From an optimization exercise on the open Yosys and OpenROAD flow, aimed at small area; shortcuts taken in it are not production practice. Function was checked by simulation only, so behaviour that the tests miss may differ from the original. No activity file was given, so power comes from the tool's default toggle rates.

==> flow/design.v <==
`timescale 1ns / 1ps
module uart_rx (
    input  wire       clk,
    input  wire       rst_n,
    input  wire       rx,
    output reg  [7:0] rx_data,
    output reg        rx_done
);
    reg [3:0] baud_cnt;
    reg [3:0] bit_idx;
    reg       rx_busy;
    reg       rx_d1, rx_d2;
    always @(posedge clk) begin
        rx_d1 <= rx;
        rx_d2 <= rx_d1;
    end
    wire tick = rx_busy && (baud_cnt == 4'd15);
    always @(posedge clk or negedge rst_n) begin
        if (!rst_n) begin
            baud_cnt <= 4'd0;
            bit_idx  <= 4'd0;
            rx_busy  <= 1'b0;
            rx_done  <= 1'b0;
        end else begin
            rx_done <= 1'b0;
            if (!rx_busy) begin
                if (!rx_d2) begin
                    rx_busy  <= 1'b1;
                    baud_cnt <= 4'd8;
                    bit_idx  <= 4'd0;
                end
            end else begin
                baud_cnt <= baud_cnt + 4'd1;
                if (tick) begin
                    bit_idx <= bit_idx + 4'd1;
                    if (bit_idx == 4'd9) begin
                        rx_busy <= 1'b0;
                        rx_done <= 1'b1;
                    end
                end
            end
        end
    end
    always @(posedge clk)
        if (tick && bit_idx != 4'd0 && bit_idx != 4'd9)
            rx_data <= {rx_d2, rx_data[7:1]};
endmodule
`timescale 1ns / 1ps
module uart_tx (
    input  wire       clk,
    input  wire       rst_n,
    input  wire       tx_start,
    input  wire [7:0] tx_data,
    output wire       tx,
    output wire       tx_busy
);
    reg [10:0] sh;
    reg [3:0]  baud_cnt;
    assign tx      = sh[0];
    assign tx_busy = |sh[10:1];
    always @(posedge clk or negedge rst_n) begin
        if (!rst_n) begin
            sh       <= 11'd1;
            baud_cnt <= 4'd0;
        end else if (tx_start && !tx_busy) begin
            sh <= {1'b1, tx_data, 1'b0, 1'b1};
        end else if (tx_busy) begin
            baud_cnt <= baud_cnt + 4'd1;
            if (baud_cnt == 4'd15)
                sh <= {1'b0, sh[10:1]};
        end
    end
endmodule
`timescale 1ns / 1ps
module config_manager (
    input  wire       clk,
    input  wire       rst_n,
    input  wire [1:0] dip_sw,
    output reg        config_changed
);
    reg [1:0] prev_dip_sw;
    always @(posedge clk or negedge rst_n) begin
        if (!rst_n) begin
            prev_dip_sw    <= 2'b00;
            config_changed <= 1'b0;
        end else begin
            prev_dip_sw    <= dip_sw;
            config_changed <= (prev_dip_sw != dip_sw);
        end
    end
endmodule
`timescale 1ns/1ps
module storage (
    input  wire        clk,
    input  wire        rst_n,        
    input  wire        srst_n,       
    input  wire [1:0]  dip_sw,       
    input  wire        wr_en,
    input  wire        wr_sel_in,    
    input  wire [2:0]  in_rows,
    input  wire [2:0]  in_cols,
    input  wire [2:0]  gen_rows,
    input  wire [2:0]  gen_cols,
    input  wire [4:0]  gen_off,
    input  wire        mw_en,        
    input  wire [3:0]  mw_dig,
    input  wire        gw_en,        
    input  wire [3:0]  gw_dig,
    input  wire        query_en,
    input  wire [3:0]  query_id,
    output reg         q_valid,
    output reg  [2:0]  q_rows,
    output reg  [2:0]  q_cols,
    input  wire        rd_adv,       
    output wire [3:0]  rd_dig,
    output reg  [3:0]  total_matrices,
    output reg  [4:0]  ph
);
    localparam NB = 14;
    localparam [3:0] IN_BUF0 = 4'd12, GEN_BUF0 = 4'd13;
    always @(posedge clk or negedge rst_n)
        if (!rst_n) ph <= 5'd0;
        else        ph <= (ph == 5'd24) ? 5'd0 : ph + 5'd1;
    reg [3:0] in_buf, gen_buf;
    wire [3:0] tap [0:NB-1];
    genvar gb;
    generate
        for (gb = 0; gb < NB; gb = gb + 1) begin : ring
            reg [99:0] r;
            assign tap[gb] = r[3:0];
            wire [3:0] din = (gw_en && gen_buf == gb) ? gw_dig :
                             (mw_en && in_buf  == gb) ? mw_dig : r[3:0];
            always @(posedge clk)
                r <= {din, r[99:4]};
        end
    endgenerate
    reg [99:0] snap;
    reg [4:0]  copy_cnt;
    reg [3:0]  copy_src;
    wire       copying = (copy_cnt != 5'd0);
    reg [3:0] src_tap;
    integer sb;
    always @(*) begin
        src_tap = 4'd0;
        for (sb = 0; sb < NB; sb = sb + 1)
            if (copy_src == sb) src_tap = tap[sb];
    end
    always @(posedge clk)
        snap <= {copying ? src_tap : snap[3:0], snap[99:4]};
    reg [4:0] rd_ptr;
    reg [3:0] rd_sel;
    integer c;
    always @(*) begin
        rd_sel = 4'd0;
        for (c = 0; c < 25; c = c + 1)
            if (rd_ptr == c) rd_sel = snap[4*c +: 4];
    end
    assign rd_dig = rd_sel;
    reg  [35:0] s_rows;    
    reg  [35:0] s_cols;
    reg  [59:0] s_off;     
    reg  [143:0] older;    
    wire [2:0] w_rows = wr_sel_in ? in_rows : gen_rows;
    wire [2:0] w_cols = wr_sel_in ? in_cols : gen_cols;
    wire [2:0] max_pt = {1'b0, dip_sw} + 3'd2;
    reg  [11:0] same, valid;
    reg  [3:0]  same_cnt;
    integer i, j;
    always @(*) begin
        same_cnt = 4'd0;
        for (i = 0; i < 12; i = i + 1) begin
            valid[i] = (i < total_matrices);
            same[i]  = valid[i] && s_rows[3*i +: 3] == w_rows && s_cols[3*i +: 3] == w_cols;
            same_cnt = same_cnt + {3'd0, same[i]};
        end
    end
    wire        use_same = (same_cnt >= {1'b0, max_pt});
    wire [11:0] cand = use_same ? same : valid;
    reg [11:0] oldest;
    reg [3:0]  oldest_pos;
    always @(*) begin
        oldest_pos = 4'd0;
        for (i = 0; i < 12; i = i + 1) begin
            oldest[i] = cand[i];
            for (j = 0; j < 12; j = j + 1) begin
                if (j < i) oldest[i] = oldest[i] & (!cand[j] | !older[12*j+i]);
                if (j > i) oldest[i] = oldest[i] & (!cand[j] |  older[12*i+j]);
            end
            if (oldest[i]) oldest_pos = oldest_pos | i;
        end
    end
    wire [3:0] find_pos = (use_same || total_matrices == 4'd12) ? oldest_pos : total_matrices;
    reg       wr_state;
    reg [3:0] write_pos;
    reg [2:0] cur_rows, cur_cols;
    reg       cur_in;
    always @(posedge clk) begin
        if (!wr_state && wr_en) begin
            write_pos <= find_pos;
            cur_rows  <= w_rows;
            cur_cols  <= w_cols;
            cur_in    <= wr_sel_in;
        end
    end
    always @(posedge clk or negedge srst_n) begin
        if (!srst_n) begin
            wr_state       <= 1'b0;
            total_matrices <= 4'd0;
            q_valid        <= 1'b0;
        end else begin
            q_valid <= 1'b0;
            if (!wr_state) begin
                if (wr_en) wr_state <= 1'b1;
            end else begin
                wr_state <= 1'b0;
                if (write_pos == total_matrices)
                    total_matrices <= total_matrices + 4'd1;
            end
            if (query_en && query_id < total_matrices)
                q_valid <= 1'b1;
        end
    end
    always @(posedge clk) begin
        if (wr_state) begin
            for (i = 0; i < 12; i = i + 1) begin
                if (write_pos == i) begin
                    s_rows[3*i +: 3] <= cur_rows;
                    s_cols[3*i +: 3] <= cur_cols;
                    s_off[5*i +: 5]  <= cur_in ? 5'd0 : gen_off;
                end
                for (j = i + 1; j < 12; j = j + 1) begin
                    if (write_pos == j) older[12*i+j] <= 1'b1;
                    if (write_pos == i) older[12*i+j] <= 1'b0;
                end
            end
        end
    end
    reg [47:0] map;        
    reg [3:0] old_buf;
    integer mb;
    always @(*) begin
        old_buf = 4'd0;
        for (mb = 0; mb < 12; mb = mb + 1)
            if (write_pos == mb) old_buf = map[4*mb +: 4];
    end
    always @(posedge clk or negedge rst_n) begin
        if (!rst_n) begin
            map     <= {4'd11, 4'd10, 4'd9, 4'd8, 4'd7, 4'd6, 4'd5, 4'd4, 4'd3, 4'd2, 4'd1, 4'd0};
            in_buf  <= IN_BUF0;
            gen_buf <= GEN_BUF0;
        end else if (wr_state) begin
            for (mb = 0; mb < 12; mb = mb + 1)
                if (write_pos == mb) map[4*mb +: 4] <= cur_in ? in_buf : gen_buf;
            if (cur_in) in_buf  <= old_buf;
            else        gen_buf <= old_buf;
        end
    end
    wire q_acc = query_en && (query_id < total_matrices);
    always @(posedge clk or negedge rst_n) begin
        if (!rst_n) begin
            copy_cnt <= 5'd0;
        end else if (q_acc) begin
            copy_cnt <= 5'd25;
        end else if (copying) begin
            copy_cnt <= copy_cnt - 5'd1;
        end
    end
    reg [4:0] q_off;
    reg [3:0] q_buf;
    reg [2:0] q_r, q_c;
    integer qb;
    always @(*) begin
        q_off = 5'd0; q_buf = 4'd0; q_r = 3'd0; q_c = 3'd0;
        for (qb = 0; qb < 12; qb = qb + 1)
            if (query_id == qb) begin
                q_off = s_off[5*qb +: 5];
                q_buf = map[4*qb +: 4];
                q_r   = s_rows[3*qb +: 3];
                q_c   = s_cols[3*qb +: 3];
            end
    end
    wire [5:0] qp0 = {1'b0, q_off} - {1'b0, ph} - 6'd1;
    wire [5:0] qp1 = qp0[5] ? qp0 + 6'd25 : qp0;
    always @(posedge clk) begin
        if (q_acc)
            rd_ptr <= qp1[4:0];
        else if (!rd_adv)
            rd_ptr <= (rd_ptr == 5'd0) ? 5'd24 : rd_ptr - 5'd1;
    end
    always @(posedge clk) begin
        if (q_acc) begin
            copy_src <= q_buf;
            q_rows   <= q_r;
            q_cols   <= q_c;
        end
    end
endmodule
`timescale 1ns / 1ps
module matrix_in (
    input  wire       clk,
    input  wire       rst_n,
    input  wire       en,
    input  wire       rx_done,
    input  wire [7:0] rx_data,
    input  wire [4:0] ph,
    output reg  [2:0] matrix_rows,
    output reg  [2:0] matrix_cols,
    output reg        input_data_done,
    output reg        error_latched,
    output wire       mw_en,
    output wire [3:0] mw_dig,
    input  wire       quiet_end,   
    output wire       quiet_inc    
);
    reg [4:0] recv_count;     
    reg       dim_bad;
    reg       elem_bad;
    reg       pend;           
    wire commit    = en && (recv_count != 5'd0) && quiet_end;
    wire bad_dim   = (rx_data == 8'd0) || (rx_data > 8'd5);
    wire take = en && rx_done && recv_count < 5'd27 && !commit;
    always @(posedge clk) begin
        if (take) begin
            if (recv_count == 5'd0) begin
                matrix_rows <= rx_data[2:0];
                dim_bad     <= bad_dim;
                elem_bad    <= 1'b0;
            end else if (recv_count == 5'd1) begin
                matrix_cols <= rx_data[2:0];
                dim_bad     <= dim_bad | bad_dim;
            end else begin
                elem_bad <= elem_bad | (rx_data > 8'd9);
            end
        end
    end
    wire [4:0] n_elem = (recv_count >= 5'd2) ? recv_count - 5'd2 : 5'd0;
    wire       place  = pend && (ph == recv_count - 5'd3);
    wire       zero   = (recv_count != 5'd0) && (ph >= n_elem);
    assign quiet_inc = en && !rx_done && (recv_count != 5'd0) && !commit;
    assign mw_en  = place | zero;
    assign mw_dig = place ? rx_data[3:0] : 4'd0;
    always @(posedge clk or negedge rst_n) begin
        if (!rst_n) begin
            recv_count      <= 5'd0;
            pend            <= 1'b0;
            error_latched   <= 1'b0;
            input_data_done <= 1'b0;
        end else begin
            input_data_done <= 1'b0;
            if (en && rx_done) begin
                if (recv_count < 5'd27 && !commit) begin
                    recv_count <= recv_count + 5'd1;
                    if (recv_count >= 5'd2)
                        pend <= 1'b1;
                end
            end
            if (commit) begin
                error_latched <= 1'b0;
                if (recv_count >= 5'd2) begin
                    if (dim_bad || elem_bad)
                        error_latched <= 1'b1;
                    else
                        input_data_done <= 1'b1;
                end
                recv_count   <= 5'd0;
            end
            if (place)
                pend <= 1'b0;
        end
    end
endmodule
`timescale 1ns / 1ps
module gen #(
    parameter RAND_SEED = 32'h87654321
) (
    input  wire       clk,
    input  wire       rst_n,
    input  wire       en,
    input  wire       rx_done,
    input  wire [7:0] rx_data,
    input  wire [4:0] ph,
    output reg  [2:0] m_reg,
    output reg  [2:0] n_reg,
    output reg        wr_done,
    output reg        gen_done,
    output reg        error_latched,
    output wire       gw_en,
    output wire [3:0] gw_dig,
    output reg  [4:0] gen_off,
    input  wire       quiet_end,   
    output wire       quiet_inc,   
    output wire       quiet_hold   
);
    localparam [2:0]
        S_IDLE  = 3'd0,
        S_RECV  = 3'd1,
        S_CHECK = 3'd2,
        S_GEN   = 3'd3,
        S_WRITE = 3'd4,
        S_DONE  = 3'd5,
        S_ERROR = 3'd6;
    reg [2:0]  state;
    reg [2:0]  recv_index;    
    reg [3:0]  k_reg;
    reg [1:0]  mode_reg;
    reg        dim_bad, k_bad;
    reg [3:0]  matrix_counter;
    reg [2:0]  row, col;      
    reg [3:0]  e_mod10;       
    reg [31:0] lfsr_reg;
    wire [31:0] lfsr_next = {lfsr_reg[30:0], lfsr_reg[31] ^ lfsr_reg[21] ^ lfsr_reg[1] ^ lfsr_reg[0]};
    wire bad_dim   = (rx_data == 8'd0) || (rx_data > 8'd5);
    wire elem      = (state == S_GEN) && (row < m_reg);
    wire take      = (state == S_RECV) && rx_done && (recv_index < 3'd4);
    wire counting   = (state == S_RECV) && !take && (recv_index != 3'd0);
    assign quiet_inc  = counting && !quiet_end;
    assign quiet_hold = counting && quiet_end;
    reg [3:0] elem_value;
    always @(*) begin
        case (mode_reg)
            2'b00: elem_value = (lfsr_reg[3:0] >= 4'd10) ? lfsr_reg[3:0] - 4'd10 : lfsr_reg[3:0];
            2'b01: elem_value = e_mod10;
            2'b10: elem_value = {1'b0, row} + {1'b0, col};
            default: elem_value = {3'b000, row == col};
        endcase
    end
    always @(posedge clk or negedge rst_n) begin
        if (!rst_n) begin
            state         <= S_IDLE;
            recv_index    <= 3'd0;
            gen_done      <= 1'b0;
            error_latched <= 1'b0;
            wr_done       <= 1'b0;
            lfsr_reg      <= RAND_SEED;
        end else begin
            wr_done <= 1'b0;
            case (state)
                S_IDLE: begin
                    if (en) begin
                        state         <= S_RECV;
                        recv_index    <= 3'd0;
                                    gen_done      <= 1'b0;
                        error_latched <= 1'b0;
                    end
                end
                S_RECV: begin
                    if (take)
                        recv_index <= recv_index + 3'd1;
                    if ((recv_index >= 3'd3 && quiet_end) || recv_index[2])
                        state <= S_CHECK;
                    if (!en)
                        state <= S_IDLE;
                end
                S_CHECK: begin
                    if (dim_bad || k_bad || recv_index < 3'd3) begin
                        error_latched <= 1'b1;
                        state         <= S_ERROR;
                    end else begin
                        error_latched <= 1'b0;
                        state         <= S_GEN;
                    end
                end
                S_GEN: begin
                    if (elem)
                        lfsr_reg <= lfsr_next;
                    else
                        state <= S_WRITE;
                end
                S_WRITE: begin
                    wr_done <= 1'b1;
                    if (matrix_counter + 4'd1 >= k_reg)
                        state <= S_DONE;
                    else
                        state <= S_GEN;
                end
                S_DONE: begin
                    gen_done <= 1'b1;
                    if (!en) state <= S_IDLE;
                end
                S_ERROR: begin
                    if (!en) state <= S_IDLE;
                end
                default: state <= S_IDLE;
            endcase
        end
    end
    always @(posedge clk) begin
        if (take) begin
            case (recv_index[1:0])
                2'd0: begin
                    m_reg    <= rx_data[2:0];
                    dim_bad  <= bad_dim;
                    mode_reg <= 2'd0;
                end
                2'd1: begin
                    n_reg   <= rx_data[2:0];
                    dim_bad <= dim_bad | bad_dim;
                end
                2'd2: begin
                    k_reg <= rx_data[3:0];
                    k_bad <= (rx_data == 8'd0) || (rx_data > 8'd12);
                end
                default: mode_reg <= rx_data[1:0];
            endcase
        end
        if (state == S_CHECK)
            matrix_counter <= 4'd0;
        else if (state == S_WRITE)
            matrix_counter <= matrix_counter + 4'd1;
        if (elem) begin
            e_mod10 <= (e_mod10 == 4'd9) ? 4'd0 : e_mod10 + 4'd1;
            if (col + 3'd1 == n_reg) begin
                col <= 3'd0;
                row <= row + 3'd1;
            end else begin
                col <= col + 3'd1;
            end
        end else if (state == S_CHECK || state == S_GEN) begin
            row     <= 3'd0;
            col     <= 3'd0;
            e_mod10 <= 4'd0;
        end
    end
    reg [3:0] pv;
    reg       pv5;
    reg [3:0] pd1, pd2, pd3, pd4;
    always @(posedge clk or negedge rst_n) begin
        if (!rst_n) begin
            pv  <= 4'd0;
            pv5 <= 1'b0;
        end else begin
            pv  <= {pv[2:0], elem};
            pv5 <= pv[3];
        end
    end
    always @(posedge clk) begin
        pd1 <= elem_value;
        pd2 <= pd1;
        pd3 <= pd2;
        pd4 <= pd3;
        if (pv[3] && !pv5)
            gen_off <= ph;
    end
    assign gw_en  = pv[3];
    assign gw_dig = pd4;
endmodule
`timescale 1ns/1ps
module matrix_display (
    input  wire       clk,
    input  wire       rst_n,
    input  wire       display_en,
    output reg        query_en,
    output reg  [3:0] matrix_id,
    input  wire [2:0] q_rows,
    input  wire [2:0] q_cols,
    input  wire       q_valid,
    output wire       rd_adv,
    input  wire [3:0] rd_dig,
    input  wire [3:0] total_matrices,
    output reg        uart_tx_start,
    output reg  [7:0] uart_tx_data,
    input  wire       uart_tx_busy,
    output reg        display_done
);
    localparam ST_IDLE      = 4'd0;
    localparam ST_START     = 4'd1;
    localparam ST_QUERY     = 4'd2;
    localparam ST_WAIT_DATA = 4'd3;
    localparam ST_SEND_HDR  = 4'd4;
    localparam ST_SEND_DATA = 4'd5;
    localparam ST_NEXT      = 4'd6;
    localparam ST_SEND_STAT = 4'd7;
    localparam ST_DONE      = 4'd8;
    reg [3:0] state, next_state;
    reg [2:0] row_idx, col_idx;
    reg [4:0] byte_counter;
    reg       data_ready;
    reg       sep_phase;
    wire tx_ready = !uart_tx_busy && !uart_tx_start;
    wire ge10 = (total_matrices >= 4'd10);
    wire [4:0] stat_last = ge10 ? 5'd17 : 5'd16;
    wire has_more = (matrix_id < total_matrices);
    assign rd_adv = (state == ST_SEND_DATA) && tx_ready && (row_idx < q_rows) && sep_phase;
    always @(posedge clk or negedge rst_n) begin
        if (!rst_n) state <= ST_IDLE;
        else        state <= next_state;
    end
    always @(*) begin
        next_state = state;
        case (state)
            ST_IDLE:      if (display_en) next_state = ST_START;
            ST_START:     next_state = ST_QUERY;
            ST_QUERY:     next_state = ST_WAIT_DATA;
            ST_WAIT_DATA: begin
                if (data_ready)       next_state = ST_SEND_HDR;
                else if (!has_more)   next_state = ST_SEND_STAT;
                else if (!display_en) next_state = ST_IDLE;
            end
            ST_SEND_HDR:  if (byte_counter == 5'd19 && tx_ready) next_state = ST_SEND_DATA;
            ST_SEND_DATA: if (row_idx >= q_rows && tx_ready) next_state = ST_NEXT;
            ST_NEXT:      next_state = has_more ? ST_QUERY : ST_SEND_STAT;
            ST_SEND_STAT: if (byte_counter == stat_last && tx_ready) next_state = ST_DONE;
            ST_DONE:      if (!display_en) next_state = ST_IDLE;
            default:      next_state = ST_IDLE;
        endcase
    end
    reg [7:0] hdr;
    always @(*) begin
        case (byte_counter)
            5'd0:  hdr = 8'h0D;
            5'd1:  hdr = 8'h0A;
            5'd2:  hdr = 8'h4D;
            5'd3:  hdr = 8'h61;
            5'd4:  hdr = 8'h74;
            5'd5:  hdr = 8'h72;
            5'd6:  hdr = 8'h69;
            5'd7:  hdr = 8'h78;
            5'd8:  hdr = 8'h20;
            5'd9:  hdr = 8'h23;
            5'd10: hdr = (matrix_id > 4'd9) ? 8'h37 + {4'd0, matrix_id} : 8'h30 + {4'd0, matrix_id};
            5'd11: hdr = 8'h3A;
            5'd12: hdr = 8'h20;
            5'd13: hdr = 8'h5B;
            5'd14: hdr = 8'h30 + {5'd0, q_rows};
            5'd15: hdr = 8'h78;
            5'd16: hdr = 8'h30 + {5'd0, q_cols};
            5'd17: hdr = 8'h5D;
            5'd18: hdr = 8'h3A;
            default: hdr = 8'h20;
        endcase
    end
    reg [7:0] stat;
    always @(*) begin
        case (byte_counter)
            5'd0:  stat = 8'h0D;
            5'd1:  stat = 8'h0A;
            5'd2:  stat = 8'h2D;
            5'd3:  stat = 8'h2D;
            5'd4:  stat = 8'h2D;
            5'd5:  stat = 8'h0D;
            5'd6:  stat = 8'h0A;
            5'd7:  stat = 8'h54;
            5'd8:  stat = 8'h6F;
            5'd9:  stat = 8'h74;
            5'd10: stat = 8'h61;
            5'd11: stat = 8'h6C;
            5'd12: stat = 8'h3A;
            5'd13: stat = 8'h20;
            5'd14: stat = ge10 ? 8'h31 : 8'h30 + {4'd0, total_matrices};
            5'd15: stat = ge10 ? 8'h30 + {4'd0, total_matrices - 4'd10} : 8'h0D;
            5'd16: stat = ge10 ? 8'h0D : 8'h0A;
            default: stat = 8'h0A;
        endcase
    end
    wire send_hdr  = (state == ST_SEND_HDR)  && tx_ready;
    wire send_data = (state == ST_SEND_DATA) && tx_ready && (row_idx < q_rows);
    wire send_stat = (state == ST_SEND_STAT) && tx_ready;
    always @(posedge clk or negedge rst_n) begin
        if (!rst_n) begin
            query_en      <= 1'b0;
            matrix_id     <= 4'd0;
            uart_tx_start <= 1'b0;
            display_done  <= 1'b0;
            byte_counter  <= 5'd0;
            data_ready    <= 1'b0;
        end else begin
            query_en      <= 1'b0;
            uart_tx_start <= send_hdr || send_data || (send_stat && (byte_counter != 5'd17 || ge10));
            case (state)
                ST_IDLE: begin
                    matrix_id    <= 4'd0;
                    display_done <= 1'b0;
                    data_ready   <= 1'b0;
                end
                ST_START: begin
                    matrix_id  <= 4'd0;
                    data_ready <= 1'b0;
                end
                ST_QUERY: begin
                    if (has_more) begin
                        query_en   <= 1'b1;
                        data_ready <= 1'b0;
                    end
                end
                ST_WAIT_DATA: begin
                    if (q_valid) data_ready <= 1'b1;
                end
                ST_SEND_HDR: begin
                    if (tx_ready)
                        byte_counter <= (byte_counter < 5'd19) ? byte_counter + 5'd1 : 5'd0;
                end
                ST_NEXT: begin
                    matrix_id    <= matrix_id + 4'd1;
                    data_ready   <= 1'b0;
                    byte_counter <= 5'd0;
                end
                ST_SEND_STAT: begin
                    if (tx_ready)
                        byte_counter <= (byte_counter < stat_last) ? byte_counter + 5'd1 : 5'd0;
                end
                ST_DONE: begin
                    display_done <= 1'b1;
                end
                default: ;
            endcase
        end
    end
    always @(posedge clk) begin
        if (send_hdr) begin
            uart_tx_data <= hdr;
            if (byte_counter == 5'd19) begin
                row_idx   <= 3'd0;
                col_idx   <= 3'd0;
                sep_phase <= 1'b0;
            end
        end
        if (send_data) begin
            if (!sep_phase) begin
                uart_tx_data <= {4'h3, rd_dig};
                sep_phase    <= 1'b1;
            end else begin
                sep_phase <= 1'b0;
                if (col_idx + 3'd1 < q_cols) begin
                    uart_tx_data <= 8'h20;
                    col_idx      <= col_idx + 3'd1;
                end else begin
                    uart_tx_data <= 8'h0D;
                    col_idx      <= 3'd0;
                    row_idx      <= row_idx + 3'd1;
                end
            end
        end
        if (state == ST_NEXT)
            sep_phase <= 1'b0;
        if (send_stat && (byte_counter != 5'd17 || ge10))
            uart_tx_data <= stat;
    end
endmodule
`timescale 1ns / 1ps
module top #(
    parameter CNT_MAX = 6'd63
) (
    input  wire clk,
    input  wire rst_n,
    input  wire [7:0] key,
    input  wire uart_rx,
    output wire uart_tx,
    output reg [4:0] state,
    input  uart_tx_rst_n,
    input  uart_rx_rst_n,
    input  send_one,
    input  send_two,
    input  wire [1:0] mode,
    output reg input_error,
    output uart_tx_work,
    output uart_rx_work,
    output work
);
assign work = rst_n;
assign uart_rx_work = uart_rx_rst_n;
assign uart_tx_work = uart_tx_rst_n;
localparam IDLE       = 5'b00001;
localparam MATRIX_IN  = 5'b00010;
localparam MATRIX_GEN = 5'b00100;
localparam MATRIX_DIS = 5'b01000;
localparam MATRIX_OP  = 5'b10000;
wire [7:0] rx_data;
wire rx_done;
uart_rx uart_rx_inst (
    .clk(clk), .rst_n(uart_rx_rst_n), .rx(uart_rx),
    .rx_data(rx_data), .rx_done(rx_done)
);
reg send_one_d1, send_one_d2;
always @(posedge clk or negedge uart_tx_rst_n) begin
    if (!uart_tx_rst_n) begin
        send_one_d1 <= 1'b0;
        send_one_d2 <= 1'b0;
    end else begin
        send_one_d1 <= send_one;
        send_one_d2 <= send_one_d1;
    end
end
wire send_flag = ~send_one_d1 & send_one_d2;
reg [5:0] cnt_20ms;
reg key_flag;
reg key_sync1, key_sync2;
always @(posedge clk or negedge uart_tx_rst_n) begin
    if (!uart_tx_rst_n) begin
        key_sync1 <= 1'b0;
        key_sync2 <= 1'b0;
        cnt_20ms  <= 6'd0;
        key_flag  <= 1'b0;
    end else begin
        key_sync1 <= send_two;
        key_sync2 <= key_sync1;
        if (!key_sync2)
            cnt_20ms <= 6'd0;
        else if (cnt_20ms != CNT_MAX)
            cnt_20ms <= cnt_20ms + 6'd1;
        key_flag <= (cnt_20ms == CNT_MAX - 6'd1);
    end
end
wire config_changed;
config_manager config_manager_inst (
    .clk(clk), .rst_n(rst_n), .dip_sw(key[1:0]), .config_changed(config_changed)
);
wire storage_rst_n = rst_n && !config_changed;
wire [4:0] ph;
reg [8:0] quiet_cnt;
wire quiet_end = quiet_cnt[8] & quiet_cnt[5] & quiet_cnt[3] & quiet_cnt[2];
wire in_quiet_inc, gen_quiet_inc, gen_quiet_hold;
always @(posedge clk or negedge rst_n) begin
    if (!rst_n)
        quiet_cnt <= 9'd0;
    else if (in_quiet_inc || gen_quiet_inc)
        quiet_cnt <= quiet_cnt + 9'd1;
    else if (!gen_quiet_hold)
        quiet_cnt <= 9'd0;
end
wire [2:0] in_rows, in_cols;
wire input_data_done, error_latched;
wire mw_en;
wire [3:0] mw_dig;
matrix_in matrix_in_inst (
    .clk(clk), .rst_n(rst_n), .en(state == MATRIX_IN),
    .rx_done(rx_done), .rx_data(rx_data), .ph(ph),
    .matrix_rows(in_rows), .matrix_cols(in_cols),
    .input_data_done(input_data_done), .error_latched(error_latched),
    .mw_en(mw_en), .mw_dig(mw_dig),
    .quiet_end(quiet_end), .quiet_inc(in_quiet_inc)
);
wire matrix_in_wr_en = (state == MATRIX_IN) && input_data_done && !error_latched;
wire [2:0] gen_rows, gen_cols;
wire gen_wr_done, gen_done, gen_error_latched;
wire gw_en;
wire [3:0] gw_dig;
wire [4:0] gen_off;
gen #(.RAND_SEED(32'h87654321)) gen_inst (
    .clk(clk), .rst_n(rst_n), .en(state == MATRIX_GEN),
    .rx_done(rx_done), .rx_data(rx_data), .ph(ph),
    .m_reg(gen_rows), .n_reg(gen_cols),
    .wr_done(gen_wr_done), .gen_done(gen_done), .error_latched(gen_error_latched),
    .gw_en(gw_en), .gw_dig(gw_dig), .gen_off(gen_off),
    .quiet_end(quiet_end), .quiet_inc(gen_quiet_inc), .quiet_hold(gen_quiet_hold)
);
reg [1:0] matrix_in_wr_cnt, gen_wr_cnt, q_valid_cnt;
wire storage_q_valid;
always @(posedge clk or negedge rst_n) begin
    if (!rst_n) begin
        matrix_in_wr_cnt <= 2'd0;
        gen_wr_cnt       <= 2'd0;
        q_valid_cnt      <= 2'd0;
    end else begin
        if (matrix_in_wr_en)            matrix_in_wr_cnt <= 2'd2;
        else if (matrix_in_wr_cnt != 0) matrix_in_wr_cnt <= matrix_in_wr_cnt - 2'd1;
        if (gen_wr_done)                gen_wr_cnt <= 2'd2;
        else if (gen_wr_cnt != 0)       gen_wr_cnt <= gen_wr_cnt - 2'd1;
        if (storage_q_valid)            q_valid_cnt <= 2'd2;
        else if (q_valid_cnt != 0)      q_valid_cnt <= q_valid_cnt - 2'd1;
    end
end
wire matrix_in_wr_en_wide = (matrix_in_wr_cnt != 2'd0);
wire gen_wr_en_wide = (gen_wr_cnt != 2'd0);
wire display_query_en;
wire [3:0] display_query_id;
wire [2:0] q_rows, q_cols;
wire rd_adv;
wire [3:0] rd_dig;
wire [3:0] total_matrices;
storage storage_inst (
    .clk(clk), .rst_n(rst_n), .srst_n(storage_rst_n), .dip_sw(key[1:0]),
    .wr_en(matrix_in_wr_en_wide || gen_wr_en_wide), .wr_sel_in(matrix_in_wr_en_wide),
    .in_rows(in_rows), .in_cols(in_cols),
    .gen_rows(gen_rows), .gen_cols(gen_cols), .gen_off(gen_off),
    .mw_en(mw_en), .mw_dig(mw_dig), .gw_en(gw_en), .gw_dig(gw_dig),
    .query_en(display_query_en), .query_id(display_query_id),
    .q_valid(storage_q_valid), .q_rows(q_rows), .q_cols(q_cols),
    .rd_adv(rd_adv), .rd_dig(rd_dig),
    .total_matrices(total_matrices), .ph(ph)
);
wire tx_busy;
wire display_done;
wire display_tx_start;
wire [7:0] display_tx_data;
matrix_display display_inst (
    .clk(clk), .rst_n(rst_n), .display_en(state == MATRIX_DIS),
    .query_en(display_query_en), .matrix_id(display_query_id),
    .q_rows(q_rows), .q_cols(q_cols), .q_valid(q_valid_cnt != 2'd0),
    .rd_adv(rd_adv), .rd_dig(rd_dig),
    .total_matrices(total_matrices),
    .uart_tx_start(display_tx_start), .uart_tx_data(display_tx_data),
    .uart_tx_busy(tx_busy), .display_done(display_done)
);
wire dis = (state == MATRIX_DIS);
uart_tx uart_tx_inst (
    .clk(clk), .rst_n(uart_tx_rst_n),
    .tx_start(dis ? display_tx_start : send_flag),
    .tx_data(dis ? display_tx_data : key),
    .tx(uart_tx), .tx_busy(tx_busy)
);
reg [5:0] err_cnt;
always @(posedge clk or negedge rst_n) begin
    if (!rst_n) begin
        input_error <= 1'b0;
        err_cnt <= 6'd0;
    end else if (error_latched || gen_error_latched) begin
        err_cnt <= 6'd0;
        input_error <= 1'b1;
    end else if (err_cnt != CNT_MAX) begin
        err_cnt <= err_cnt + 6'd1;
    end else begin
        input_error <= 1'b0;
    end
end
reg [4:0] next_state;
always @(posedge clk or negedge rst_n) begin
    if (!rst_n) state <= IDLE;
    else        state <= next_state;
end
always @(*) begin
    next_state = state;
    case (state)
        IDLE: begin
            if (key_flag) begin
                case (mode)
                    2'b00: next_state = MATRIX_IN;
                    2'b01: next_state = MATRIX_GEN;
                    2'b10: next_state = MATRIX_DIS;
                    default: next_state = MATRIX_OP;
                endcase
            end
        end
        MATRIX_IN:  if (matrix_in_wr_en || (key_flag && mode != 2'b00)) next_state = IDLE;
        MATRIX_GEN: if (gen_done || (key_flag && mode != 2'b01)) next_state = IDLE;
        MATRIX_DIS: if (display_done || (key_flag && mode != 2'b10)) next_state = IDLE;
        MATRIX_OP:  if (key_flag && mode != 2'b11) next_state = IDLE;
        default: next_state = IDLE;
    endcase
end
endmodule
==> flow/flow/run.sh <==
#!/bin/bash
set -euo pipefail
export CTS_ARGS="-sink_clustering_enable -repair_clock_nets -dont_use_dummy_load -sink_clustering_size 16 -sink_clustering_max_diameter 50 -buf_list sky130_fd_sc_hd__clkbuf_8"
bash standard.sh > standard.log 2>&1
==> flow/standard.sh <==
#!/bin/bash
# synth_recipe.tcl (not shown) runs the flow's synth.tcl, then flattens the netlist and writes it again
# the make line also repeats each setting of config.mk as NAME=value (left out here)
make -C /OpenROAD-flow-scripts/flow DESIGN_CONFIG=/design/flow/config.mk WORK_HOME=/design/flow/orfs CLKGATE_MAP_FILE= SYNTH_SCRIPT=/design/flow/synth_recipe.tcl "${@:-finish}"
==> flow/config.mk <==
export PLATFORM = sky130hd
export DESIGN_NAME = top
export DESIGN_NICKNAME = top
export VERILOG_FILES = /design/flow/design.v
export SDC_FILE = /design/flow/constraint.sdc
export NUM_CORES = 4
export LEC_CHECK = 0
export ABC_AREA = 1
export CAP_MARGIN = 20
export CORE_MARGIN = 2
export CORE_UTILIZATION = 60
export CTS_BUF_LIST = sky130_fd_sc_hd__clkbuf_8
export CTS_CLUSTER_DIAMETER = 50
export CTS_CLUSTER_SIZE = 16
export PLACE_DENSITY = 0.7
export SLEW_MARGIN = 20
==> flow/constraint.sdc <==
create_clock -name core_clock -period 44.0 [get_ports {clk}]
set_input_delay 8.8000 -clock core_clock [delete_from_list [all_inputs] [get_ports {clk}]]
set_output_delay 8.8000 -clock core_clock [all_outputs]
set_load 0.01 [all_outputs]
==> results of run 1 <==
[per-stage QoR]
stage / std cells / area (sq um) / util [%] / hold WS (ns)
after floorplan: 4964 / 59080 / - / 0.2544
after detailed placement: 6220 / 60750 / 62.00 / 0.3121
after CTS: 6386 / 63030 / 64.33 / 0.2687
after global placement: 6220 / 60750 / 62.00 / 0.3095
after global routing: 6390 / 63060 / 64.36 / 0.2775
final: 6392 / 63070 / 64.36 / 0.2677
[cells in the final DEF (no fill, tap or decap), drive strengths merged, types with 87 or more instances in the layout]
| cell type | netlist | routed |
|---|---|---|
| nand2 | 852 | 852 |
| dfxtp | 1529 | 1529 |
| edfxtp | 276 | 276 |
| ha | 91 | 91 |
| o211ai | 87 | 87 |
| inv | 522 | 522 |
| dfrtp | 169 | 169 |
| o21ai | 363 | 363 |
| a21oi | 107 | 107 |
| nand3 | 129 | 129 |
| nor2 | 298 | 298 |
| clkbuf | 58 | 166 |
[cell families after synthesis]
family / after synthesis
flip-flops: 2014
buffers and inverters: 603
multiplexers: 6
adder cells (fa/ha/maj): 100
AND/OR/NAND/NOR: 1415
AO/OA/AOI/OAI: 754
XOR/XNOR: 72
[critical path, stage by stage]
cell,delay (ns)
clkdlybuf4s50_1,0.45
buf_4,0.33
clkdlybuf4s50_1,0.61
[layout make-up]
| cell class | count | area [sq um] | share of cell area (%) |
|---|---|---|---|
| inverter | 525 | 1981 | 3.141 |
| clock buffer | 166 | 2285 | 3.623 |
| tap | 1287 | 1610 | 2.553 |
| multi-input combinational | 2347 | 12570 | 19.93 |
| timing repair buffer | 48 | 430.4 | 0.6825 |
| sequential | 2014 | 44180 | 70.05 |
| antenna | 5 | 12.51 | 0.01984 |
[final timing paths]
path,endpoint,slack (ns)
setup reg to reg,storage_inst.write_pos[1],35.52
hold / removal,storage_inst.ring[12].r[47],0.27
hold reg to reg,storage_inst.ring[12].r[47],0.27
setup / recovery,uart_tx_work,24.99
min in group asynchronous,storage_inst.q_valid,0.32
max in group asynchronous,storage_inst.map[19],34.02
[power breakdown]
group          leakage, uW  total [uW]  switching (uW)  internal (uW)
Combinational      0.00704        16.4            10.6           5.77
Sequential          0.0177        1870            3.98           1860
Clock              0.00119         852             516            336
[per-layer routing]
metal,track usage (%),vias to the layer above
met2,34.31,941
met3,3.999,241
met1,32.19,15946
li1,-,16439
met4,7.524,0
met5,0,-
==> impl_metrics.ini, run 1 <==
[min_path]
hold_depth = 0
min_path_type = reg -> reg
hold_start = storage_inst.ring[12].r[51]

[yosys]
syn_inst = 4964
synthXorXnorAreaFrac_pct = 1.067
syn-num-nets = 5081
synth-compound-area-share_pct = 7.881
muxShareOfSynthArea_pct = 0.1038
synth.most_common_cell = dfxtp_1
synthTopCellsByCount = 1529 x dfxtp_1, 839 x nand2_1, 503 x inv_1
yosysWarningCount = 8
synth-main-ff-cell = dfxtp_1
synth_top_area_cell = dfxtp_1
netlist_area_sq_um = 59080
synth-seq-cells = 2014
ys_types = 76
synth_top_area_share_pct = 51.81
synth_top_family_by_area = simple AND/OR/NAND/NOR gates
synth_edf_count = 276
yosysSeqAreaShare_pct = 74.78
synthAdderAreaFrac_pct = 2.232
syn_area_per_cell_sq_um = 11.90
synthSimpleGateAreaFrac_pct = 9.946
yosys-top-cells-area = dfxtp_1 52%, edfxtp_1 14%, dfrtp_1 7.2%
async_reset_ff_share_pct = 10.38

[detailed_routing]
drc = 0
routed_wl_mm = 111.8
initialDrtViolationCount = 2795
route.top_layer_used = met4
ant_nets = 0
first_pass_iters = 6
met1_length_mm = 52.84
wl_met2_mm = 49.30
avgRoutedWirePerCell_microns = 17.49
dr_wl_met3_mm = 6.651
viasPerCell = 5.251
vias = 33567

[global_routing]
antenna_found_initial = 5
grt_usage_pct = 22.30
grt_max_degree = 73
grt_pass1_vias = 32395
overflow = 0
grt_pass1_wl_mm = 176.0

[setup_path]
worstPathRequired_ns = 35.20
reg2regPathDepth = 32
path_class = in -> out
r2r_start = matrix_in_wr_cnt[0]
cp-end-kind = primary output
startpoint_type = input pin
critPathArrivalTime_ns = 10.21
crit_start = uart_tx_rst_n
cp_max_fo = 27

[timing]
final.setup.tns_ns = 0
setup_viol = 0
finalCriticalPeriod_ns = 19.01
tightest_slew_ns = 1.046
hold_viol_final = 0
skew_ns = 0.08601
finalCritPeriodShare_pct = 43.21
slew_viol_final = 0
max_freq_mhz = 52.60
fin_ws_ns = 24.99
rsz0062_at_grt = no
relSlewSlack_pct = 29.77

[layout]
drive_above_1_share_pct = 6.255
nets = 5219
top_register = storage_inst.ring.r
reg.largest.list = storage_inst.ring.r (1400), storage_inst.snap (100), storage_inst.older (66)
syn_to_final_growth_pct = 6.756
largest_reg_flops = 1400
fill_cells = 7444

[cts]
ctsResizeCount = 0
cts_max_level = 4
post_cts_buffers = 0
cts-root-buf = clkbuf_8
ctsHoldBuffers = 0
cts_buffer_depth = 3
cts_tree = yes
cts_made_buffers = 166
clk_latency_ns = 0.86
path_clk_slew_ns = 0.08
clkSinkCount = 2014

[floorplan]
start_util_pct = 60.29
core_sq_um = 97990
die_h_microns = 317.8
pin_count = 27
die_w_microns = 317.8
die-area_sq_um = 101000
rows = 115

[pwr]
power_density_nw_per_um2 = 43.39
peakVddDrop_v = 0.00004644
p_total_uw = 2737
p_leak_uw = 0.02598

[status]
outcome = timing/DRC/antenna clean

[placement]
place_congestion = 0.9237
io_buffers = 26
place_ws_ns = 24.96
place_hpwl_mm = 78.59

[job]
cap_viol_max_count = 0
==> run 2: changes to the inputs <==
==> flow/flow/run.sh (replaced) <==
#!/bin/bash
set -euo pipefail
export RECOVER_POWER=100
export CTS_ARGS="-sink_clustering_enable -repair_clock_nets -dont_use_dummy_load -sink_clustering_size 16 -sink_clustering_max_diameter 50 -buf_list sky130_fd_sc_hd__clkbuf_8"
bash standard.sh > standard.log 2>&1
--- a/flow/config.mk
+++ b/flow/config.mk
@@ -9,8 +9,8 @@
 export CAP_MARGIN = 20
 export CORE_MARGIN = 2
-export CORE_UTILIZATION = 60
+export CORE_UTILIZATION = 75
 export CTS_BUF_LIST = sky130_fd_sc_hd__clkbuf_8
 export CTS_CLUSTER_DIAMETER = 50
 export CTS_CLUSTER_SIZE = 16
-export PLACE_DENSITY = 0.7
+export PLACE_DENSITY = 0.82
 export SLEW_MARGIN = 20
==> run 2 against run 1 <==
The layout now fails its checks (max-capacitance violations, max-slew violations). Highest routed layer is now met5. Non-clock buffer count rose by 2. Power rose by 0.39%. Sequential cell count did not move. Die area fell by 20%. Clock-buffer cell count fell by 8. Largest cell class unchanged. Clock power rose by 0.9%. Largest power group unchanged.
==> impl_metrics.ini, run 2 <==
[layout]
final_core_util_pct = 80.45
final_common_cell = dfxtp_1
top_register = storage_inst.ring.r
nets = 5213
fill_cells = 3932
largest_reg_flops = 1400
syn_to_final_growth_pct = 5.850
reg.largest.list = storage_inst.ring.r (1400), storage_inst.snap (100), storage_inst.older (66)
final_cell_area_sq_um = 62530
layout_common_cells = 1529 x dfxtp_1, 845 x nand2_1, 505 x inv_1
drive_above_1_share_pct = 5.516

[cts]
cts_buffer_depth = 3
clkSinkCount = 2014
cts-root-buf = clkbuf_8
cts_tree = yes
cts_made_buffers = 158
path_clk_slew_ns = 0.10
cts_max_level = 4
clk_latency_ns = 0.87
post_cts_buffers = 0
ctsHoldBuffers = 0
ctsResizeCount = 0

[floorplan]
die-area_sq_um = 81030
die_w_microns = 284.7
rows = 102
core_sq_um = 77720
die_h_microns = 284.7
pin_count = 27
start_util_pct = 76.01

[detailed_routing]
avgRoutedWirePerCell_microns = 22.81
vias = 36741
initialDrtViolationCount = 4113
viasPerCell = 5.987
routed_wl_mm = 140.0
first_pass_iters = 9
ant_nets = 0
drc = 0

[global_routing]
grt-busiest-layer = met2
gr-usage-met2_pct = 58.04
grtUsageMet1_pct = 42.77
grt_pass1_vias = 37147
grt_usage_pct = 34.77
overflow = 0
use_met3_pct = 7.512
grt_pass1_wl_mm = 213.0
antenna_found_initial = 7
grt_max_degree = 98

[setup_path]
path_class = in -> out
max_stage_delay_ns = 3.78
critPathTopFamily = buffers and inverters
path_cells = clkbuf_1 > dlygate4sd3_1
worstPathRequired_ns = 35.20
critPathArrivalTime_ns = 13.73
crit_buf_inv = 2
startpoint_type = input pin
critPathSlowestCell = clkbuf_1
cp-end-kind = primary output
cp_max_fo = 97

[yosys]
syn_area_per_cell_sq_um = 11.90
synth_top_area_cell = dfxtp_1
netlist_area_sq_um = 59080
async_reset_ff_share_pct = 10.38
synth-seq-cells = 2014
synth_edf_count = 276
synthTopCellsByCount = 1529 x dfxtp_1, 839 x nand2_1, 503 x inv_1
yosysSeqAreaShare_pct = 74.78
syn_inst = 4964
synth.most_common_cell = dfxtp_1
yosys-top-cells-area = dfxtp_1 52%, edfxtp_1 14%, dfrtp_1 7.2%
synth_top_area_share_pct = 51.81
syn-num-nets = 5081
ys_types = 76
synth-main-ff-cell = dfxtp_1
yosysWarningCount = 8

[pwr]
peakVddDrop_v = 0.00004347
p_leak_uw = 0.02588
power_density_nw_per_um2 = 43.93

[timing]
setup_viol = 0
final.setup.tns_ns = 0
finalCritPeriodShare_pct = 51.20
rsz0062_at_grt = no
max_freq_mhz = 44.39
finalCriticalPeriod_ns = 22.53
fin_ws_ns = 21.47
relSlewSlack_pct = -265.9
hold_viol_final = 0
skew_ns = 0.1337
slew_viol_final = 303
tightest_slew_ns = 5.489

[min_path]
min_path_type = reg -> reg

[placement]
place_congestion = 0.9398
placed_area_sq_um = 60450
place_hpwl_mm = 94.34
io_buffers = 26
place_ws_ns = 24.37

[job]
cap_viol_max_count = 8

[status]
so_faults = max-capacitance violations, max-slew violations
outcome = finished with violations
run 2: cell counts after synthesis:
Identical to the previous run, type by type.
run 2: kinds of logic (layout without fill, tap and decap cells):
logic type	after synthesis	after routing	share of synthesized area (%)
other	0	3	0
flip-flops	2014	2014	74.78
AO/OA/AOI/OAI	754	754	7.881
buffers and inverters	603	733	3.988
multiplexers	6	6	0.1038
AND/OR/NAND/NOR	1415	1415	9.946
adder cells (fa/ha/maj)	100	100	2.232
XOR/XNOR	72	72	1.067
run 2: per-stage QoR:
step	hold slack [ns]	total power, uW	instances
6_report	0.2783	2747	6137
2_1_floorplan	0.2544	1917	4964
5_1_grt	0.2800	2816	6136
4_1_cts	0.2553	2752	6132
3_5_place_dp	0.3121	1928	5974
3_3_place_gp	0.3095	1925	5974
run 2: path summary, 6_finish.rpt:
| path | startpoint | depth (start not counted) | slack, ns | to |
|---|---|---|---|---|
| max | rst_n | 2 | 21.47 | work |
| min in group asynchronous | config_manager_inst.config_changed | 1 | 0.31 | storage_inst.q_valid |
| min reg2reg | storage_inst.ring[10].r[51] | 0 | 0.28 | storage_inst.ring[10].r[47] |
| min | storage_inst.ring[10].r[51] | 0 | 0.28 | storage_inst.ring[10].r[47] |
| max in group asynchronous | rst_n | 2 | 28.10 | storage_inst.copy_cnt[1] |
| max reg2reg | matrix_in_wr_cnt[0] | 32 | 34.19 | storage_inst.write_pos[1] |
run 2: per-layer routing:
metal | vias up | share of wire (%)
li1 | 16421 | -
met1 | 17460 | 37
met2 | 2187 | 48
met3 | 667 | 8.7
met5 | - | 0.024
met4 | 6 | 5.9
run 2: area by class of cell:
class	count	area, sq um	share of cell area, %
Inverter	525	1981	3.167
Sequential cell	2014	44180	70.65
Clock buffer	158	2175	3.478
Multi-Input combinational cell	2347	12500	20.00
Timing Repair Buffer	50	386.6	0.6183
Tap cell	1040	1301	2.081
Antenna cell	3	7.507	0.01201
run 2: report_power, final:
part	internal (uW)	switching, uW	total (uW)
sequential	1860	5.33	1870
combinational	5.33	12.2	17.6
clock	321	539	860
==> run 3: changes to the inputs <==
==> flow/flow/run.sh (replaced) <==
#!/bin/bash
set -euo pipefail
export CTS_ARGS="-sink_clustering_enable -repair_clock_nets -dont_use_dummy_load -sink_clustering_size 16 -sink_clustering_max_diameter 50 -buf_list sky130_fd_sc_hd__clkbuf_8"
bash standard.sh > standard.log 2>&1
==> run 3 against run 2 <==
Now clean on timing, DRC and antenna. Highest routed layer unchanged. Register-to-register slack improved by 1.0 ns. Setup slack improved by 3.4 ns. Clock-buffer cell count unchanged. Largest cell class unchanged. Hold slack better by 0.00077 ns. Maximum frequency increased by 18%. Global-route usage did not move. Synthesized area unchanged.
==> impl_metrics.ini, run 3 <==
[job]
cap_viol_max_count = 0

[timing]
final.setup.tns_ns = 0
rsz0062_at_grt = no
slew_viol_final = 0
relSlewSlack_pct = 30.78
skew_ns = 0.1361
finalCriticalPeriod_ns = 19.14
max_freq_mhz = 52.25
hold_viol_final = 0
tightest_slew_ns = 1.037
finalCritPeriodShare_pct = 43.49
setup_viol = 0

[pwr]
power_density_nw_per_um2 = 43.85
p_leak_uw = 0.02594
peakVddDrop_v = 0.00004350

[cts]
clk_latency_ns = 0.87
cts-root-buf = clkbuf_8
path_clk_slew_ns = 0.09
cts_buffer_depth = 3
cts_tree = yes
clkSinkCount = 2014
cts_made_buffers = 158
post_cts_buffers = 0
ctsHoldBuffers = 0
cts_max_level = 4
ctsResizeCount = 0

[yosys]
synth-main-ff-cell = dfxtp_1
syn-num-nets = 5081
syn_area_per_cell_sq_um = 11.90
synth-seq-cells = 2014
synth_top_area_cell = dfxtp_1
yosys-top-cells-area = dfxtp_1 52%, edfxtp_1 14%, dfrtp_1 7.2%
ys_types = 76
synth_top_area_share_pct = 51.81
syn_inst = 4964
synthTopCellsByCount = 1529 x dfxtp_1, 839 x nand2_1, 503 x inv_1
yosysWarningCount = 8
synth_edf_count = 276
netlist_area_sq_um = 59080
synth.most_common_cell = dfxtp_1
yosysSeqAreaShare_pct = 74.78
async_reset_ff_share_pct = 10.38

[min_path]
hold_start = storage_inst.ring[10].r[65]
min_path_type = reg -> reg

[global_routing]
overflow = 0
antenna_found_initial = 7
grt_usage_pct = 34.77
grt_pass1_vias = 37147
grt_max_degree = 98
grt_pass1_wl_mm = 213.0

[floorplan]
core_sq_um = 77720
rows = 102
die_w_microns = 284.7
die-area_sq_um = 81030
start_util_pct = 76.01
die_h_microns = 284.7
pin_count = 27

[setup_path]
cp-end-kind = primary output
r2r_start = matrix_in_wr_cnt[0]
critPathSlowestCell = clkdlybuf4s50_1
worstPathRequired_ns = 35.20
crit_buf_inv = 2
path_cells = buf_6 > clkdlybuf4s50_1
cp_max_fo = 97
crit_start = rst_n
startpoint_type = input pin
critPathTopFamily = buffers and inverters
max_stage_delay_ns = 0.81
path_class = in -> out
critPathArrivalTime_ns = 10.34

[layout]
drive_above_1_share_pct = 6.203
top_register = storage_inst.ring.r
syn_to_final_growth_pct = 6.066
fin_cells = 6136
final_common_cell = dfxtp_1
fill_cells = 3887
reg.largest.list = storage_inst.ring.r (1400), storage_inst.snap (100), storage_inst.older (66)
layout_common_cells = 1529 x dfxtp_1, 839 x nand2_1, 503 x inv_1
largest_reg_flops = 1400
nets = 5213

[placement]
io_buffers = 26
place_hpwl_mm = 94.34
place_congestion = 0.9398
dp_cells = 5974

[detailed_routing]
first_pass_iters = 7
drc = 0
avgRoutedWirePerCell_microns = 22.81
initialDrtViolationCount = 4140
viasPerCell = 5.992
routed_wl_mm = 139.9
vias = 36766
ant_nets = 0

[status]
outcome = timing/DRC/antenna clean
## run 3: area by class of cell
type | instances | area (sq um) | area share [%]
Clock buffer | 158 | 2175 | 3.471
Antenna cell | 2 | 5.005 | 0.007987
Timing Repair Buffer | 50 | 447.9 | 0.7149
Sequential cell | 2014 | 44180 | 70.50
Inverter | 525 | 1981 | 3.161
Multi-Input combinational cell | 2347 | 12570 | 20.06
Tap cell | 1040 | 1301 | 2.077
## run 3: kinds of logic (layout without fill, tap and decap cells)
kind of cell             after synthesis  in the layout  share of synthesized area [%]
other                                  0              2                              0
adder cells (fa/ha/maj)              100            100                          2.232
multiplexers                           6              6                         0.1038
buffers and inverters                603            733                          3.988
flip-flops                          2014           2014                          74.78
AO/OA/AOI/OAI                        754            754                          7.881
AND/OR/NAND/NOR                     1415           1415                          9.946
XOR/XNOR                              72             72                          1.067
## run 3: path summary, 6_finish.rpt
path | endpoint | slack [ns] | cells after the start
max | work | 24.86 | 2
max in group asynchronous | storage_inst.copy_cnt[1] | 34.19 | 2
min in group asynchronous | storage_inst.q_valid | 0.31 | 1
max reg2reg | storage_inst.write_pos[3] | 35.21 | 36
min | storage_inst.ring[10].r[61] | 0.28 | 0
min reg2reg | storage_inst.ring[10].r[61] | 0.28 | 0
## run 3: routing by layer
| metal | vias to the layer above | part of all wire (%) | GRT usage [%] |
|---|---|---|---|
| met5 | - | 0.024 | 0 |
| met4 | 6 | 5.8 | 18.16 |
| met3 | 664 | 8.8 | 7.512 |
| met2 | 2208 | 48 | 58.04 |
| met1 | 17460 | 37 | 42.77 |
| li1 | 16428 | - | - |
## run 3: per-stage QoR
stage / hold slack, ns / total power (uW) / cell area (sq um) / utilization, % / setup WS, ns
3_5_place_dp: 0.3121 / 1928 / 60450 / 77.78 / 24.37
3_3_place_gp: 0.3095 / 1925 / 60450 / 77.78 / 24.43
2_1_floorplan: 0.2544 / 1917 / 59080 / - / 26.28
5_1_grt: 0.2802 / 2816 / 62660 / 80.62 / 24.74
6_report: 0.2791 / 2748 / 62660 / 80.62 / 24.86
4_1_cts: 0.2553 / 2752 / 62630 / 80.58 / 24.37
## run 3: report_power, final
part / switching, uW / internal, uW
logic: 12.3 / 5.76
clock network: 539 / 321
registers: 5.30 / 1860
==> run 4: changes to the inputs <==
--- a/flow/config.mk
+++ b/flow/config.mk
@@ -7,5 +7,5 @@
 export LEC_CHECK = 0
 export ABC_AREA = 1
-export CAP_MARGIN = 20
+export CAP_MARGIN = 0
 export CORE_MARGIN = 2
 export CORE_UTILIZATION = 75
@@ -14,3 +14,3 @@
 export CTS_CLUSTER_SIZE = 16
 export PLACE_DENSITY = 0.82
-export SLEW_MARGIN = 20
+export SLEW_MARGIN = 0
==> run 4 against run 3 <==
Non-clock buffer count shrank 2. Via count decreased by 0.33%. Global-route usage unchanged. Critical endpoint is now uart_tx_work. Highest routed layer unchanged.
==> impl_metrics.ini, run 4 <==
[pwr]
p_comb_share_pct = 0.7
p_int_uw = 2191
p_clk_share_pct = 31.3
swShare_pct = 20.24
power_density_nw_per_um2 = 43.87
power_switching_uw = 556.2
peakVddDrop_v = 0.00004350
seq_power_share_pct = 68.0
p_leak_uw = 0.02592

[timing]
finalCritPeriodShare_pct = 44.54
rsz0062_at_grt = no
setup_viol = 0
max_freq_mhz = 51.03
whs_ns = 0.2694
tightest_slew_ns = 1.219
hold_viol_final = 0
skew_ns = 0.1327
finalCriticalPeriod_ns = 19.60
relSlewSlack_pct = 18.51
final.setup.tns_ns = 0
slew_viol_final = 0

[yosys]
synth_top_area_cell = dfxtp_1
synth_top_area_share_pct = 51.81
ys_types = 76
synth-main-ff-cell = dfxtp_1
synthTopCellsByCount = 1529 x dfxtp_1, 839 x nand2_1, 503 x inv_1
yosysSeqAreaShare_pct = 74.78
synth_edf_count = 276
yosysWarningCount = 8
syn-num-nets = 5081
synth-seq-cells = 2014
syn_area_per_cell_sq_um = 11.90
async_reset_ff_share_pct = 10.38
yosys-top-cells-area = dfxtp_1 52%, edfxtp_1 14%, dfrtp_1 7.2%
netlist_area_sq_um = 59080
syn_inst = 4964
synth.most_common_cell = dfxtp_1

[layout]
final_common_cell = dfxtp_1
drive_above_1_share_pct = 6.147
largest_reg_flops = 1400
register_area_sq_um = 44180
fin_cells = 6134
final_cell_area_sq_um = 62630
top_register = storage_inst.ring.r
nets = 5211
multi_input_area_sq_um = 12570
layout_common_cells = 1529 x dfxtp_1, 839 x nand2_1, 503 x inv_1
syn_to_final_growth_pct = 6.021
fill_cells = 3891
reg.largest.list = storage_inst.ring.r (1400), storage_inst.snap (100), storage_inst.older (66)

[floorplan]
die_w_microns = 284.7
start_util_pct = 76.01
core_sq_um = 77720
die-area_sq_um = 81030
pin_count = 27
die_h_microns = 284.7
rows = 102

[setup_path]
reg2reg_setup_slack_ns = 35.26
critPathArrivalTime_ns = 10.80
startpoint_type = input pin
reg2reg_to = storage_inst.write_pos[3]
critPathTopFamily = buffers and inverters
reg2regPathDepth = 36
critPathSlowestCell = clkdlybuf4s50_1
path_cells = clkdlybuf4s50_1 > clkdlybuf4s50_1
crit_start = uart_tx_rst_n
path_class = in -> out
crit_buf_inv = 2
cp_max_fo = 27
endpoint = uart_tx_work
cp-end-kind = primary output
worstPathRequired_ns = 35.20
cp.depth = 2
r2r_start = matrix_in_wr_cnt[0]
cpMostUsedCell = clkdlybuf4s50_1
max_stage_delay_ns = 1.28

[cts]
ctsResizeCount = 0
cts_tree = yes
cts_buffer_depth = 3
cts_made_buffers = 158
post_cts_buffers = 0
clk_latency_ns = 0.87
path_clk_slew_ns = 0.09
cts_max_level = 4
ctsHoldBuffers = 0
cts-root-buf = clkbuf_8
clkSinkCount = 2014

[detailed_routing]
avgRoutedWirePerCell_microns = 22.78
initialDrtViolationCount = 4046
routed_wl_mm = 139.7
vias = 36645
ant_nets = 0
first_pass_iters = 7
drc = 0
viasPerCell = 5.974

[global_routing]
antenna_found_initial = 7
grt_pass1_vias = 37147
grt_usage_pct = 34.77
overflow = 0
grt_pass1_wl_mm = 213.0
grt_max_degree = 98

[status]
outcome = timing/DRC/antenna clean

[job]
cap_viol_max_count = 0

[placement]
place_congestion = 0.9398
dp_cells = 5974
placed_area_sq_um = 60450
io_buffers = 26
place_hpwl_mm = 94.34

[min_path]
min_path_type = reg -> reg
run 4: changes by cell type in the layout (fill, tap and decap cells not counted):
cell,delta
nor2_2,+1
buf_2,-1
buf_8,-1
clkdlybuf4s50_1,+1
buf_6,-1
nor2_4,-1
run 4: cell type report:
| cell class | count | share of cell area [%] |
|---|---|---|
| flip-flops and latches | 2014 | 70.53 |
| clock buffers | 158 | 3.472 |
| multi-input cells | 2347 | 20.06 |
| well taps | 1040 | 2.078 |
| inverters | 525 | 3.162 |
| diodes | 2 | 0.007991 |
| repair buffers | 48 | 0.6812 |
run 4: logic make-up after synthesis:
kind of cell,after synthesis,synth area share [%]
AND/OR/NAND/NOR,1415,9.946
adder cells (fa/ha/maj),100,2.232
flip-flops,2014,74.78
multiplexers,6,0.1038
AO/OA/AOI/OAI,754,7.881
XOR/XNOR,72,1.067
buffers and inverters,603,3.988
run 4: worst min path at each step:
stage	startpoint	end	slack [ns]	cells past startpoint
final	storage_inst.ring[10].r[65]	storage_inst.ring[10].r[61]	0.27	0
after global routing	storage_inst.ring[10].r[65]	storage_inst.ring[10].r[61]	0.28	0
after CTS	storage_inst.ring[8].r[17]	storage_inst.ring[8].r[13]	0.26	0
after detailed placement	storage_inst.ring[10].r[97]	storage_inst.ring[10].r[93]	0.31	0
after global placement	storage_inst.ring[11].r[88]	storage_inst.ring[11].r[84]	0.31	0
after floorplan	config_manager_inst.config_changed	storage_inst.q_valid	0.25	1
run 4: stage by stage:
stage / setup WS [ns] / util (%) / total power (uW)
after global placement: 24.43 / 77.78 / 1925
after detailed placement: 24.37 / 77.78 / 1928
after floorplan: 26.28 / - / 1917
after global routing: 24.21 / 80.59 / 2816
final: 24.40 / 80.59 / 2748
after CTS: 24.37 / 80.58 / 2752
run 4: power groups by stage:
stage | clock network [uW] | logic, uW | registers, uW
2_1_floorplan | 0 | 8.78 | 1910
3_3_place_gp | 0 | 15.5 | 1910
3_5_place_dp | 0 | 17.4 | 1910
4_1_cts | 865 | 18.0 | 1870
5_1_grt | 926 | 20.1 | 1870
6_report | 860 | 18.1 | 1870
run 4: metal layers:
layer	global-route usage (%)	part of all wire, %
met1	42.77	37
met2	58.04	49
met3	7.512	8.6
met4	18.16	5.6
met5	0	0.029
==> run 5: changes to the inputs <==
==> flow/flow/run.sh (replaced) <==
#!/bin/bash
set -euo pipefail
rm -rf myscripts
cp -r "$FLOW_HOME/scripts" myscripts
cp flow/abc_area.script myscripts/abc_area.script
export CTS_ARGS="-sink_clustering_enable -repair_clock_nets -dont_use_dummy_load -sink_clustering_size 16 -sink_clustering_max_diameter 50 -buf_list sky130_fd_sc_hd__clkbuf_8"
bash standard.sh "SCRIPTS_DIR=$PWD/myscripts" finish > standard.log 2>&1
==> flow/flow/abc_area.script (new file) <==
strash
dch -f
map -a
strash
dch -f
map -a
strash
dch -f
amap
topo
--- a/flow/config.mk
+++ b/flow/config.mk
@@ -7,5 +7,5 @@
 export LEC_CHECK = 0
 export ABC_AREA = 1
-export CAP_MARGIN = 0
+export CAP_MARGIN = 20
 export CORE_MARGIN = 2
 export CORE_UTILIZATION = 75
@@ -14,3 +14,3 @@
 export CTS_CLUSTER_SIZE = 16
 export PLACE_DENSITY = 0.82
-export SLEW_MARGIN = 0
+export SLEW_MARGIN = 20
==> run 5 against run 4 <==
Still clean on timing, DRC and antenna. Clock-buffer cell count is 2 lower. Hold slack better by 0.0075 ns. Synthesized area is 3.3% lower. Setup slack better by 0.59 ns. Register-to-register slack got worse by 1.6 ns. Critical endpoint is now uart_rx_work. Largest cell class unchanged.
==> impl_metrics.ini, run 5 <==
[status]
outcome = timing/DRC/antenna clean

[timing]
skew_ns = 0.1268
setup_viol = 0
final.setup.tns_ns = 0
fin_ws_ns = 25.00
hold_viol_final = 0
slew_viol_final = 0
finalCriticalPeriod_ns = 19.00
relSlewSlack_pct = 18.23
tightest_slew_ns = 1.227
max_freq_mhz = 52.62
rsz0062_at_grt = no
finalCritPeriodShare_pct = 43.19

[floorplan]
pin_count = 27
die_w_microns = 280.0
die-area_sq_um = 78410
rows = 101
core_sq_um = 75700
die_h_microns = 280.0
start_util_pct = 75.48

[layout]
multi_input_area_sq_um = 11600
nets = 4651
largest_reg_flops = 1400
top_register = storage_inst.ring.r
final_common_cell = dfxtp_1
register_area_sq_um = 44180
fill_cells = 3610
layout_common_cells = 1529 x dfxtp_1, 417 x nor2_1, 381 x clkinv_1
drive_above_1_share_pct = 5.693
syn_to_final_growth_pct = 7.049
reg.largest.list = storage_inst.ring.r (1400), storage_inst.snap (100), storage_inst.older (66)

[cts]
cts_max_level = 4
cts_made_buffers = 156
cts_buffer_depth = 3
clkSinkCount = 2014
ctsHoldBuffers = 0
post_cts_buffers = 0
cts_tree = yes
clk_latency_ns = 0.88
ctsResizeCount = 0
cts-root-buf = clkbuf_8
path_clk_slew_ns = 0.09

[setup_path]
cp_max_fo = 11
critPathTopFamily = buffers and inverters
critPathArrivalTime_ns = 10.20
worstPathRequired_ns = 35.20
critPathSlowestCell = clkdlybuf4s50_1
crit_buf_inv = 2
path_cells = clkdlybuf4s50_1 > clkdlybuf4s50_1
cpMostUsedCell = clkdlybuf4s50_1
startpoint_type = input pin
path_class = in -> out
max_stage_delay_ns = 0.76
cp-end-kind = primary output

[pwr]
p_total_uw = 2726
peakVddDrop_v = 0.00004493
seq_power_share_pct = 68.3
swShare_pct = 20.02
power_switching_uw = 545.6
p_int_uw = 2180
p_clk_share_pct = 31.4
p_comb_share_pct = 0.3
power_density_nw_per_um2 = 44.56
p_leak_uw = 0.02382

[yosys]
synth_top_area_cell = dfxtp_1
synth-seq-cells = 2014
ys_types = 61
yosysWarningCount = 8
syn_inst = 4314
synth_edf_count = 276
async_reset_ff_share_pct = 10.38
synth-main-ff-cell = dfxtp_1
synth.most_common_cell = dfxtp_1
synthTopCellsByCount = 1529 x dfxtp_1, 431 x nor2_1, 381 x clkinv_1
yosysSeqAreaShare_pct = 77.32
synth_top_area_share_pct = 53.57
netlist_area_sq_um = 57140
syn_area_per_cell_sq_um = 13.24
syn-num-nets = 4431
yosys-top-cells-area = dfxtp_1 54%, edfxtp_1 15%, dfrtp_1 7.4%

[job]
cap_viol_max_count = 0

[placement]
place_ws_ns = 24.99
io_buffers = 26
place_hpwl_mm = 96.50
place_congestion = 0.9638

[global_routing]
grt_pass1_wl_mm = 217.7
grt_pass1_vias = 36520
grt_usage_pct = 37.57
grt_max_degree = 68
antenna_found_initial = 10
overflow = 0

[detailed_routing]
routed_wl_mm = 146.3
first_pass_iters = 9
viasPerCell = 6.491
vias = 35826
ant_nets = 0
initialDrtViolationCount = 4947
drc = 0
avgRoutedWirePerCell_microns = 26.52

[min_path]
min_path_type = reg -> reg
run 5: power by group through the flow:
| stage | Clock (uW) | Sequential, uW | Combinational (uW) |
|---|---|---|---|
| floorplan | 0 | 1900 | 1.98 |
| global placement | 0 | 1900 | 8.21 |
| detailed placement | 0 | 1900 | 8.39 |
| CTS | 860 | 1860 | 8.45 |
| global route | 919 | 1860 | 9.41 |
| finish | 857 | 1860 | 8.24 |
run 5: cell families (layout without fill, tap and decap cells):
group	after synthesis	in the layout	share of synthesized area [%]
flip-flops	2014	2014	77.32
AO/OA/AOI/OAI	863	863	10.63
buffers and inverters	385	603	2.549
other	0	9	0
adder cells (fa/ha/maj)	100	100	2.308
AND/OR/NAND/NOR	952	952	7.198
run 5: area by class of cell:
type                       count  share of cell area [%]
sequential                  2014                   72.23
multi-input combinational   1915                   18.96
clock buffer                 156                   3.510
inverter                     381                   2.338
tap                          978                   2.001
timing repair buffer          66                  0.9307
antenna                        9                 0.03682
run 5: layer usage:
| metal | vias up | part of all wire (%) | global-route usage [%] |
|---|---|---|---|
| li1 | 15434 | - | - |
| met1 | 16913 | 36 | 46.31 |
| met2 | 2599 | 47 | 60.47 |
| met3 | 872 | 10 | 8.793 |
| met4 | 8 | 7.3 | 23.35 |
| met5 | - | 0.036 | 0 |
run 5: worst paths after layout:
path	startpoint	end	slack [ns]	cells past startpoint
setup reg to reg	matrix_in_wr_cnt[1]	storage_inst.write_pos[0]	33.64	34
hold / removal	storage_inst.ring[1].r[76]	storage_inst.ring[1].r[72]	0.28	0
min in group asynchronous	config_manager_inst.config_changed	storage_inst.wr_state	0.32	1
hold reg to reg	storage_inst.ring[1].r[76]	storage_inst.ring[1].r[72]	0.28	0
max in group asynchronous	rst_n	storage_inst.map[42]	34.72	2
setup / recovery	uart_rx_rst_n	uart_rx_work	25.00	2
run 5: per-stage QoR:
stage	utilization [%]	area [sq um]	instances	hold WS [ns]
after floorplan	-	57140	4314	0.2656
after global placement	77.86	58940	5352	0.3095
after detailed placement	77.87	58950	5352	0.3121
after CTS	80.71	61090	5508	0.2659
after global routing	80.78	61150	5511	0.2817
final	80.80	61170	5519	0.2769

==> static timing again, ports no longer ideal <==
No port has a modelled driver above. Below, the same layouts with a new extraction and two added sets of constraints.
Step 1, drivers: a clkbuf_16 drives clk and a buf_2 each remaining input, both assumed.
Step 2 adds t to the input delays and takes it off the output delays; t is the mean of the earliest and latest rising clock arrival at the registers after step 1. Input paths then give back, and output paths get back, about the clock's delay inside the block.
Slacks: no drivers / after step 1 / after step 2; pairs: no drivers / after step 1.
run	t, ns	setup slack, ns	latest minus earliest clock arrival (ns)	cell pins on the clock port's net
run 1	0.867	24.987 / 24.960 / 24.960	0.118 / 0.118	1
run 2	0.849	21.471 / 21.401 / 21.401	0.189 / 0.189	1
run 3	0.849	24.863 / 24.824 / 24.824	0.189 / 0.188	1
run 4	0.847	24.404 / 24.382 / 24.382	0.191 / 0.191	1
run 5	0.881	24.995 / 24.974 / 24.974	0.162 / 0.163	1
The setup slack of run 2, which loses most, moves by -0.070 ns with the drivers and by -0.070 ns with both steps.
